From an optimization exercise on the open Yosys and OpenROAD flow, aimed at small area; shortcuts taken in it are not production practice. Where RTL was checked, it was by simulation tests only, not by an equivalence proof against the original.

==> inputs of build 4 <==
## cordic_B
module cordic_B(
  input                     clk,
  input                     rst_n,
  input  signed [31:0]      x,
  input  signed [31:0]      y,
  input                     start,
  input                     start1,
  output wire signed [31:0] angle,
  output wire signed [31:0] anglef
);
export LEC_CHECK = 0
export CAP_MARGIN = 20
export CORE_MARGIN = 2
export CORE_UTILIZATION = 40
export CTS_BUF_LIST = sky130_fd_sc_hd__clkbuf_16
export CTS_CLUSTER_DIAMETER = 80
export CTS_CLUSTER_SIZE = 24
export PLACE_DENSITY = 0.6
export SLEW_MARGIN = 20
create_clock -name core_clock -period 6.0 [get_ports {clk}]
standard.sh (not shown) runs the stock make flow with config.mk's settings and CLKGATE_MAP_FILE= SYNTH_SCRIPT=/design/flow/synth_recipe.tcl, a recipe that flattens the netlist after the stock synthesis.
==> flow/flow/run.sh <==
#!/bin/bash
# Own layout flow: the standard ORFS flow (standard.sh), with two changes:
#  - ABC maps the logic with an area-oriented script (flow/abc.script) in
#    place of ORFS's abc_speed.script; Yosys's synthesis script and every
#    register it makes are unchanged;
#  - port buffers use the platform's smallest buffer.
set -euo pipefail
here=$(pwd)
rm -rf "$here/scripts"
cp -r "$FLOW_HOME/scripts" "$here/scripts"
cp "$here/flow/abc.script" "$here/scripts/abc_speed.script"
export SCRIPTS_DIR="$here/scripts"
export BUFFER_PORTS_ARGS="-buffer_cell sky130_fd_sc_hd__buf_1"
bash standard.sh > "$here/standard_flow.log" 2>&1
==> flow/flow/abc.script <==
&get -n
&st
&dch -f
&nf -a -R 1000
&put
buffer -c
topo
stime -c
upsize -c
dnsize -c
==> trial 31 (differences from build 4) <==
- CORE_UTILIZATION: 40 -> 55
- PLACE_DENSITY: 0.6 -> 0.75
==> notes <==
Between trial 31 and build 4, the lower first-iteration DRC count is in build 4 (gap 39%, measured against build 4).
Of trial 31 and build 4, trial 31 has the higher utilization (gap 15 points).
In trial 31 the clock skew is higher than in build 4, by 0.012 ns.
Routed wire length: trial 31 is smaller than build 4 (1.5%).
Of build 4 and trial 31, build 4 has the higher final area (gap about 1.6%, measured against trial 31).
Worst hold slack: trial 31 is lower than build 4 (0.0087 ns).
Global-route usage: trial 31 is higher than build 4 (5.6 points).
Against build 4, the register-to-register slack of trial 31 is lower by 0.22 ns.


==> run A: inputs <==
cordic_B, a different RTL version from the one above (not shown whole).
==> flow/config.mk <==
export PLATFORM = sky130hd
export DESIGN_NAME = cordic_B
export DESIGN_NICKNAME = cordic_B
export VERILOG_FILES = /design/flow/design.v
export SDC_FILE = /design/flow/constraint.sdc
export NUM_CORES = 4
export LEC_CHECK = 0
export CAP_MARGIN = 20
export CORE_MARGIN = 2
export CORE_UTILIZATION = 40
export CTS_BUF_LIST = sky130_fd_sc_hd__clkbuf_16
export CTS_CLUSTER_DIAMETER = 80
export CTS_CLUSTER_SIZE = 24
export PLACE_DENSITY = 0.6
export SLEW_MARGIN = 20
==> flow/constraint.sdc <==
create_clock -name core_clock -period 6.0 [get_ports {clk}]
set_input_delay 1.2000 -clock core_clock [delete_from_list [all_inputs] [get_ports {clk}]]
set_output_delay 1.2000 -clock core_clock [all_outputs]
set_load 0.01 [all_outputs]
Scripts as last shown in full above: flow/flow/run.sh, flow/flow/abc.script
==> run R (differences from run A) <==
==> flow/flow/abc.script (replaced) <==
&get -n
&st
&dch
&nf
&st
&syn2
&if -g -K 6
&synch2
&nf
&st
&syn2
&if -g -K 6
&synch2
&nf
&st
&syn2
&if -g -K 6
&synch2
&nf
&st
&syn2
&if -g -K 6
&synch2
&nf
&st
&syn2
&if -g -K 6
&synch2
&nf
&put
buffer -c
topo
stime -c
upsize -c
dnsize -c
==> comparison table <==
quantity	run R	run A
CTS buffer count	35	37
Slew at the pin closest to its max-slew limit	0.827 ns	0.700 ns
Post-DP Area	56300 um2	53000 um2
Global-route track usage on met2	0.352	0.353
Final instance area	61600 um2	58600 um2
Core Rows	124	121
Met1 routed wirelength after detailed routing	55.3 mm	48.7 mm
Die outline area	118000 um2	113000 um2
Area used by multi-input combinational logic	35600 um2	33600 um2
Number of nets in the layout	7159	6769
Area share of fa/ha/maj cells after synthesis	0.256	0.268
Outcome	failed layout checks	failed layout checks
Layout check failures	negative setup slack	negative setup slack
Post-synthesis share of cell area spent on xor and xnor gates	0.193	0.206
Required time of the critical path	6.53 ns	6.50 ns
Hold path start	c3_s[4]	c15_f[2]
Worst setup path endpoint	c4_x[25]	c5_x[30]
Sequential fraction of the synthesis area	0.242	0.254
Crit path from	c3_v[31]	c4_v[31]
No functional check of the RTL was part of any run of this note.


==> inputs of run X <==
Another version of the RTL of cordic_B (not shown whole).
clock: 6.0 ns
lec_check: 0
cap_margin: 20
core_margin: 2
core_utilization: 40
cts_buf_list: sky130_fd_sc_hd__clkbuf_16
cts_cluster_diameter: 80
cts_cluster_size: 24
place_density: 0.6
slew_margin: 20
==> flow/flow/run.sh <==
#!/bin/bash
# Own layout flow: the standard ORFS flow (standard.sh), with these changes:
#  - ABC maps the logic with an area-oriented script (flow/abc.script) in
#    place of ORFS's abc_speed.script; Yosys's synthesis script and every
#    register it makes are unchanged;
#  - port buffers use the platform's smallest buffer;
#  - clock tree synthesis inserts no dummy loads.
set -euo pipefail
here=$(pwd)
rm -rf "$here/scripts"
cp -r "$FLOW_HOME/scripts" "$here/scripts"
cp "$here/flow/abc.script" "$here/scripts/abc_speed.script"
export SCRIPTS_DIR="$here/scripts"
export BUFFER_PORTS_ARGS="-buffer_cell sky130_fd_sc_hd__buf_1"
export CTS_ARGS="-sink_clustering_enable -repair_clock_nets -sink_clustering_size 16 -sink_clustering_max_diameter 60 -buf_list sky130_fd_sc_hd__clkbuf_8 -dont_use_dummy_load"
bash standard.sh > "$here/standard_flow.log" 2>&1
==> flow/flow/abc.script <==
&get -n
&st
&dch -f
&nf -a -R 1000
&put
buffer -c
topo
stime -c
upsize -c
dnsize -c
==> run G: changes against run X <==
--- a/flow/flow/run.sh
+++ b/flow/flow/run.sh
@@ -13,4 +13,4 @@
 export SCRIPTS_DIR="$here/scripts"
 export BUFFER_PORTS_ARGS="-buffer_cell sky130_fd_sc_hd__buf_1"
-export CTS_ARGS="-sink_clustering_enable -repair_clock_nets -sink_clustering_size 16 -sink_clustering_max_diameter 60 -buf_list sky130_fd_sc_hd__clkbuf_8 -dont_use_dummy_load"
+export CTS_ARGS="-sink_clustering_enable -repair_clock_nets -sink_clustering_size 24 -sink_clustering_max_diameter 80 -buf_list sky130_fd_sc_hd__clkbuf_16 -dont_use_dummy_load"
 bash standard.sh > "$here/standard_flow.log" 2>&1
==> flow/flow/abc.script (replaced) <==
&get -n
&st
&dch -f -x
&nf -R 1000
&put
buffer -c
topo
stime -c
upsize -c
dnsize -c
==> notes.md <==
status timing/DRC/antenna clean; Die H 354 µm; post-CTS sizing 5; initial antenna violation count 5; number of global-route vias before repair 32600; vias per std cell 4.74; GR Util met3 1.91%; hold_sp c4_s[0]$_DFF_P_; worst hold slack 0.286 ns
# the run above: run X

==> notes.md <==
post-CTS sizing 3; initial antenna violation count 3; hold_sp c1_s[0]$_DFF_P_; status timing/DRC/antenna clean; number of global-route vias before repair 32800; worst hold slack 0.313 ns; Die H 354 µm; clock root buffer master clkbuf_16; met2 GRT Util 29.1%; GR Util met3 1.75%; vias per std cell 4.73
# the run above: run G



==> v29: inputs <==
Another version of the RTL of cordic_B (not shown whole).
Settings: LEC_CHECK=0, CAP_MARGIN=20, CORE_MARGIN=2, CORE_UTILIZATION=40, CTS_BUF_LIST=sky130_fd_sc_hd__clkbuf_8, CTS_CLUSTER_DIAMETER=50, CTS_CLUSTER_SIZE=14, PLACE_DENSITY=0.6, SLEW_MARGIN=20; clock period 6.0 ns.
run.sh (not shown) runs the stock make flow with config.mk's settings and CLKGATE_MAP_FILE= SYNTH_SCRIPT=/design/flow/synth_recipe.tcl, a recipe that flattens the netlist after the stock synthesis.
Stock flow here: none of the scripts above is used.
==> v38: changes against v29 <==
==> flow/flow/run.sh (new file) <==
#!/bin/bash
# Own layout flow: the standard ORFS flow (standard.sh), with two changes:
#  - ABC maps the logic with an area-oriented script (flow/abc.script) in
#    place of ORFS's abc_speed.script; Yosys's synthesis script and every
#    register it makes are unchanged;
#  - port buffers use the platform's smallest buffer.
set -euo pipefail
here=$(pwd)
rm -rf "$here/scripts"
cp -r "$FLOW_HOME/scripts" "$here/scripts"
cp "$here/flow/abc.script" "$here/scripts/abc_speed.script"
export SCRIPTS_DIR="$here/scripts"
export BUFFER_PORTS_ARGS="-buffer_cell sky130_fd_sc_hd__buf_1"
bash standard.sh > "$here/standard_flow.log" 2>&1
==> flow/flow/abc.script (new file) <==
&get -n
&st
&syn2
&dch -f
&nf -R 1000
&put
buffer -c
topo
stime -c
upsize -c
dnsize -c
==> flow/standard.sh (new file) <==
#!/bin/bash
# synth_recipe.tcl (not shown) runs the flow's synth.tcl, then flattens the netlist and writes it again
# the make line also repeats each setting of config.mk as NAME=value (left out here)
make -C /OpenROAD-flow-scripts/flow DESIGN_CONFIG=/design/flow/config.mk WORK_HOME=/design/flow/orfs CLKGATE_MAP_FILE= SYNTH_SCRIPT=/design/flow/synth_recipe.tcl "${@:-finish}"
Settings changed: CTS_BUF_LIST sky130_fd_sc_hd__clkbuf_8 to sky130_fd_sc_hd__clkbuf_16, CTS_CLUSTER_DIAMETER 50 to 80, CTS_CLUSTER_SIZE 14 to 24.
removed: flow/run.sh
==> notes.md <==
v38 reached the layout checks and failed them: setup timing. v29 passed the timing, DRC and antenna checks.
Between v38 and v29, the lower core utilization is in v38 (gap 1.0 points).
Between v38 and v29, the lower sequential share of layout area is in v29 (gap 2.3 points).
Of v38 and v29, v29 has the higher maximum frequency (gap 13%, measured against v29).
Of v29 and v38, v29 has the higher global-route usage (gap 1.3 points).


==> ember <==
Another version of the RTL of cordic_B (not shown whole).
export LEC_CHECK = 0
export CAP_MARGIN = 20
export CORE_MARGIN = 2
export CORE_UTILIZATION = 40
export CTS_BUF_LIST = sky130_fd_sc_hd__clkbuf_16
export CTS_CLUSTER_DIAMETER = 80
export CTS_CLUSTER_SIZE = 24
export PLACE_DENSITY = 0.6
export SLEW_MARGIN = 20
create_clock -name core_clock -period 6.0 [get_ports {clk}]
standard.sh (not shown) runs the stock make flow with config.mk's settings and CLKGATE_MAP_FILE= SYNTH_SCRIPT=/design/flow/synth_recipe.tcl, a recipe that flattens the netlist after the stock synthesis.
==> flow/flow/run.sh <==
#!/bin/bash
# Own layout flow: the standard ORFS flow (standard.sh), with two changes:
#  - ABC maps the logic with an area-oriented script (flow/abc.script) in
#    place of ORFS's abc_speed.script; Yosys's synthesis script and every
#    register it makes are unchanged;
#  - port buffers use the platform's smallest buffer.
set -euo pipefail
here=$(pwd)
rm -rf "$here/scripts"
cp -r "$FLOW_HOME/scripts" "$here/scripts"
cp "$here/flow/abc.script" "$here/scripts/abc_speed.script"
export SCRIPTS_DIR="$here/scripts"
export BUFFER_PORTS_ARGS="-buffer_cell sky130_fd_sc_hd__buf_1"
bash standard.sh > "$here/standard_flow.log" 2>&1
==> flow/flow/abc.script <==
&get -n
&st
&dch -f
&nf -a -R 1000
&put
buffer -c
topo
stime -c
upsize -c
dnsize -c
==> onyx: changes against ember <==
==> flow/flow/run.sh (replaced) <==
#!/bin/bash
# Own layout flow: the standard ORFS flow (standard.sh), with these changes:
#  - ABC maps the logic with an area-oriented script (flow/abc.script) in
#    place of ORFS's abc_speed.script; Yosys's synthesis script and every
#    register it makes are unchanged;
#  - port buffers use the platform's smallest buffer;
#  - clock tree synthesis inserts no dummy loads.
set -euo pipefail
here=$(pwd)
rm -rf "$here/scripts"
cp -r "$FLOW_HOME/scripts" "$here/scripts"
cp "$here/flow/abc.script" "$here/scripts/abc_speed.script"
export SCRIPTS_DIR="$here/scripts"
export BUFFER_PORTS_ARGS="-buffer_cell sky130_fd_sc_hd__buf_1"
export CTS_ARGS="-sink_clustering_enable -repair_clock_nets -sink_clustering_size 24 -sink_clustering_max_diameter 80 -buf_list sky130_fd_sc_hd__clkbuf_16 -dont_use_dummy_load"
bash standard.sh > "$here/standard_flow.log" 2>&1
- CORE_UTILIZATION: 40 -> 55
- CTS_BUF_LIST: sky130_fd_sc_hd__clkbuf_16 -> not set
- CTS_CLUSTER_DIAMETER: 80 -> not set
- CTS_CLUSTER_SIZE: 24 -> not set
- PLACE_DENSITY: 0.6 -> 0.75
==> delta: changes against ember <==
==> flow/flow/run.sh (replaced) <==
#!/bin/bash
# Own layout flow: the standard ORFS flow (standard.sh), with two changes:
#  - ABC maps the logic with an area-oriented script (flow/abc.script) in
#    place of ORFS's abc_speed.script; Yosys's synthesis script and every
#    register it makes are unchanged;
#  - port buffers use the platform's smallest buffer;
#  - clock tree synthesis inserts no dummy loads.
set -euo pipefail
here=$(pwd)
rm -rf "$here/scripts"
cp -r "$FLOW_HOME/scripts" "$here/scripts"
cp "$here/flow/abc.script" "$here/scripts/abc_speed.script"
export SCRIPTS_DIR="$here/scripts"
export BUFFER_PORTS_ARGS="-buffer_cell sky130_fd_sc_hd__buf_1"
export CTS_ARGS="-sink_clustering_enable -repair_clock_nets -sink_clustering_size 24 -sink_clustering_max_diameter 80 -buf_list sky130_fd_sc_hd__clkbuf_16 -dont_use_dummy_load"
bash standard.sh > "$here/standard_flow.log" 2>&1
- CTS_BUF_LIST: sky130_fd_sc_hd__clkbuf_16 -> not set
- CTS_CLUSTER_DIAMETER: 80 -> not set
- CTS_CLUSTER_SIZE: 24 -> not set
- GPL_TIMING_DRIVEN: not set -> 0
==> reports/qor.yml <==
status:
  status: "timing/DRC/antenna clean"
route:
  wl_met3_microns: 2120
  top_layer: "met4"
  drt_iter0_markers: 1304
clock_tree:
  clk_pin_slew_ns: 0.10
  cts_setup_buffers: 0
  post_cts_resized: 5
floorplanning:
  dieWidth_microns: 355
  nWellTaps: 1625
  initial_core_util: 0.404
layout:
  multi_input_area_share: 0.558
timing:
  max-slew-margin-rel: 0.457
  clock.fmax_mhz: 176
  hold_ws_ns: 0.320
global_routing:
  grt_pass1_vias: 32400
That was ember.
==> reports/qor.yml <==
status:
  status: "timing/DRC/antenna clean"
clock_tree:
  post_cts_resized: 111
  clk_pin_slew_ns: 0.10
  cts_setup_buffers: 27
  cts_buffers: 46
  clock_latency_ns: 0.63
floorplanning:
  initial_core_util: 0.404
  dieWidth_microns: 355
  nWellTaps: 1625
synth:
  synthTopCellsByArea: "dfxtp_1, ha_1, xor2_1"
route:
  drt_iter0_markers: 1186
timing:
  clock.fmax_mhz: 172
  hold_ws_ns: 0.319
  max-slew-margin-rel: 0.304
global_routing:
  grt_pass1_vias: 32900
placed_design:
  place_ws_ns: -2.76
critical_path:
  arrival_ns: 6.37
layout:
  multi_input_area_share: 0.568
That was delta.
==> reports/qor.yml <==
status:
  status: "timing/DRC/antenna clean"
layout:
  layout.nets: 6204
  multi_input_area_share: 0.573
  largest_cell_class: "multi-input combinational cells"
  drive_gt1_frac: 0.0570
floorplanning:
  nWellTaps: 1165
  initial_core_util: 0.556
  dieWidth_microns: 303
clock_tree:
  clk_pin_slew_ns: 0.09
  cts_setup_buffers: 0
  post_cts_resized: 13
route:
  wl_met3_microns: 2360
  drt_iter0_markers: 1363
timing:
  clock.fmax_mhz: 172
  max-slew-margin-rel: 0.471
synth:
  synth_cells: 5081
  yosysUniqueCellTypes: 85
placed_design:
  port_buffers: 130
global_routing:
  grt_pass1_vias: 33500
That was onyx.


==> inputs of 08-25 <==
RTL: one of the versions met above, not the one the previous note started from.
Design cordic_B, start of the top module:
module cordic_B(
  input                     clk,
  input                     rst_n,
  input  signed [31:0]      x,
  input  signed [31:0]      y,
  input                     start,
  input                     start1,
  output wire signed [31:0] angle,
  output wire signed [31:0] anglef
);
Settings: LEC_CHECK=0, CAP_MARGIN=20, CORE_MARGIN=2, CORE_UTILIZATION=40, CTS_BUF_LIST=sky130_fd_sc_hd__clkbuf_4 sky130_fd_sc_hd__clkbuf_8, CTS_CLUSTER_DIAMETER=50, CTS_CLUSTER_SIZE=12, PLACE_DENSITY=0.6, SLEW_MARGIN=20; clock period 6.0 ns.
run.sh (not shown) runs the stock make flow with config.mk's settings and CLKGATE_MAP_FILE= SYNTH_SCRIPT=/design/flow/synth_recipe.tcl, a recipe that flattens the netlist after the stock synthesis.
Stock flow here: none of the scripts above is used.
==> 07-14: changes against 08-25 <==
--- a/flow/config.mk
+++ b/flow/config.mk
@@ -10,5 +10,5 @@
 export CORE_UTILIZATION = 40
-export CTS_BUF_LIST = sky130_fd_sc_hd__clkbuf_4 sky130_fd_sc_hd__clkbuf_8
-export CTS_CLUSTER_DIAMETER = 50
-export CTS_CLUSTER_SIZE = 12
+export CTS_BUF_LIST = sky130_fd_sc_hd__clkbuf_16
+export CTS_CLUSTER_DIAMETER = 100
+export CTS_CLUSTER_SIZE = 30
 export PLACE_DENSITY = 0.6
==> 06-01: changes against 08-25 <==
==> flow/flow/run.sh (new file) <==
#!/bin/bash
# Own layout flow: the standard ORFS flow (standard.sh), with two changes:
#  - ABC maps the logic with an area-oriented script (flow/abc.script) in
#    place of ORFS's abc_speed.script; Yosys's synthesis script and every
#    register it makes are unchanged;
#  - port buffers use the platform's smallest buffer.
set -euo pipefail
here=$(pwd)
rm -rf "$here/scripts"
cp -r "$FLOW_HOME/scripts" "$here/scripts"
cp "$here/flow/abc.script" "$here/scripts/abc_speed.script"
export SCRIPTS_DIR="$here/scripts"
export BUFFER_PORTS_ARGS="-buffer_cell sky130_fd_sc_hd__buf_1"
bash standard.sh > "$here/standard_flow.log" 2>&1
==> flow/flow/abc.script (new file) <==
&get -n
&st
&dch -f
&nf -a -R 1000
&put
buffer -c
topo
stime -c
upsize -c
dnsize -c
==> flow/standard.sh (new file) <==
#!/bin/bash
# synth_recipe.tcl (not shown) runs the flow's synth.tcl, then flattens the netlist and writes it again
# the make line also repeats each setting of config.mk as NAME=value (left out here)
make -C /OpenROAD-flow-scripts/flow DESIGN_CONFIG=/design/flow/config.mk WORK_HOME=/design/flow/orfs CLKGATE_MAP_FILE= SYNTH_SCRIPT=/design/flow/synth_recipe.tcl "${@:-finish}"
--- a/flow/config.mk
+++ b/flow/config.mk
@@ -10,5 +10,5 @@
 export CORE_UTILIZATION = 40
-export CTS_BUF_LIST = sky130_fd_sc_hd__clkbuf_4 sky130_fd_sc_hd__clkbuf_8
-export CTS_CLUSTER_DIAMETER = 50
-export CTS_CLUSTER_SIZE = 12
+export CTS_BUF_LIST = sky130_fd_sc_hd__clkbuf_16
+export CTS_CLUSTER_DIAMETER = 80
+export CTS_CLUSTER_SIZE = 24
 export PLACE_DENSITY = 0.6
removed: flow/run.sh
==> summary of the runs <==
- In sequential cell count, 08-25 and 07-14 do not differ.
- In synthesized cell count, 07-14 and 08-25 do not differ.
- Clock skew, highest first: 06-01, 08-25, 07-14.
- Of 06-01 and 07-14, 07-14 has the higher cell count (gap 4.1%, measured against 07-14).
==> figures <==
Final critical-path required period: 06-01 5.360 ns; 08-25 5.279 ns; 07-14 5.400 ns
Vias per Instance: 06-01 4.766; 08-25 4.768; 07-14 4.783
Routed vias: 06-01 33.92k; 08-25 36.01k; 07-14 35.49k
Share of the clock period used by the worst path: 06-01 89.34%; 08-25 87.98%; 07-14 90.00%
Seq/total area: 06-01 33.63%; 08-25 31.56%; 07-14 32.23%
Met2 wire length: 06-01 51,810 um; 08-25 54,350 um; 07-14 53,910 um
Outcome: 06-01 finished clean; 08-25 finished clean; 07-14 finished clean
Non-clock inverter instance count of the final layout: 06-01 620; 08-25 632; 07-14 632

==> what the ideal ports hide <==
Ports are ideal in the flow. The routed layouts listed here were re-timed in OpenROAD.
Step 1 (the two cells are an assumption about what drives the block):
set clk [get_ports {clk}]
set_driving_cell -lib_cell sky130_fd_sc_hd__clkbuf_16 $clk
set_driving_cell -lib_cell sky130_fd_sc_hd__buf_2 [delete_from_list [all_inputs] $clk]
Step 2 moves the port delays by t, midway between the first and last clock arrival at a register: inputs arrive t later, outputs are due t later. That takes back most of the time a late clock gives input paths.
Slacks: ideal / step 1 / step 2; pairs: ideal / step 1.
run | t, ns | setup slack, ns | worst hold slack (ns) | worst setup path after step 2 | cell pins on the clock port's net
build 4 | 0.717 | 0.438 / 0.438 / 0.131 | 0.320 / 0.320 / 0.320 | input to register | 1
trial 31 | 0.668 | 0.214 / 0.214 / 0.037 | 0.312 / 0.312 / 0.312 | input to register | 1
run A | 0.663 | -0.451 / -0.451 / -0.451 | 0.322 / 0.322 / 0.322 | register to register | 1
run R | 0.659 | -0.545 / -0.545 / -0.545 | 0.316 / 0.316 / 0.316 | register to register | 1
run X | 0.732 | 0.333 / 0.333 / 0.036 | 0.286 / 0.286 / 0.286 | input to register | 1
run G | 0.672 | 0.279 / 0.279 / -0.037 | 0.313 / 0.313 / 0.313 | input to register | 1
v29 | 0.855 | 0.717 / 0.717 / -0.029 | 0.312 / 0.312 / 0.312 | input to register | 1
v38 | 0.707 | -0.042 / -0.012 / -0.719 | 0.315 / 0.315 / 0.315 | input to register | 1
ember | 0.693 | 0.319 / 0.319 / 0.037 | 0.320 / 0.320 / 0.320 | input to register | 1
onyx | 0.645 | 0.178 / 0.178 / -0.030 | 0.323 / 0.323 / 0.323 | input to register | 1
delta | 0.647 | 0.173 / 0.173 / -0.137 | 0.319 / 0.319 / 0.319 | input to register | 1
08-25 | 0.862 | 0.721 / 0.721 / -0.031 | 0.311 / 0.311 / 0.311 | input to register | 1
07-14 | 0.696 | 0.600 / 0.648 / -0.048 | 0.312 / 0.312 / 0.312 | input to register | 1
06-01 | 0.733 | 0.640 / 0.640 / 0.246 | 0.316 / 0.316 / 0.316 | input to register | 1
With both steps, setup timing fails in 6 of these runs, where it was met with ideal ports. The setup slack of 08-25, which loses most, moves by 0.000 ns with the drivers and by -0.752 ns with both steps.
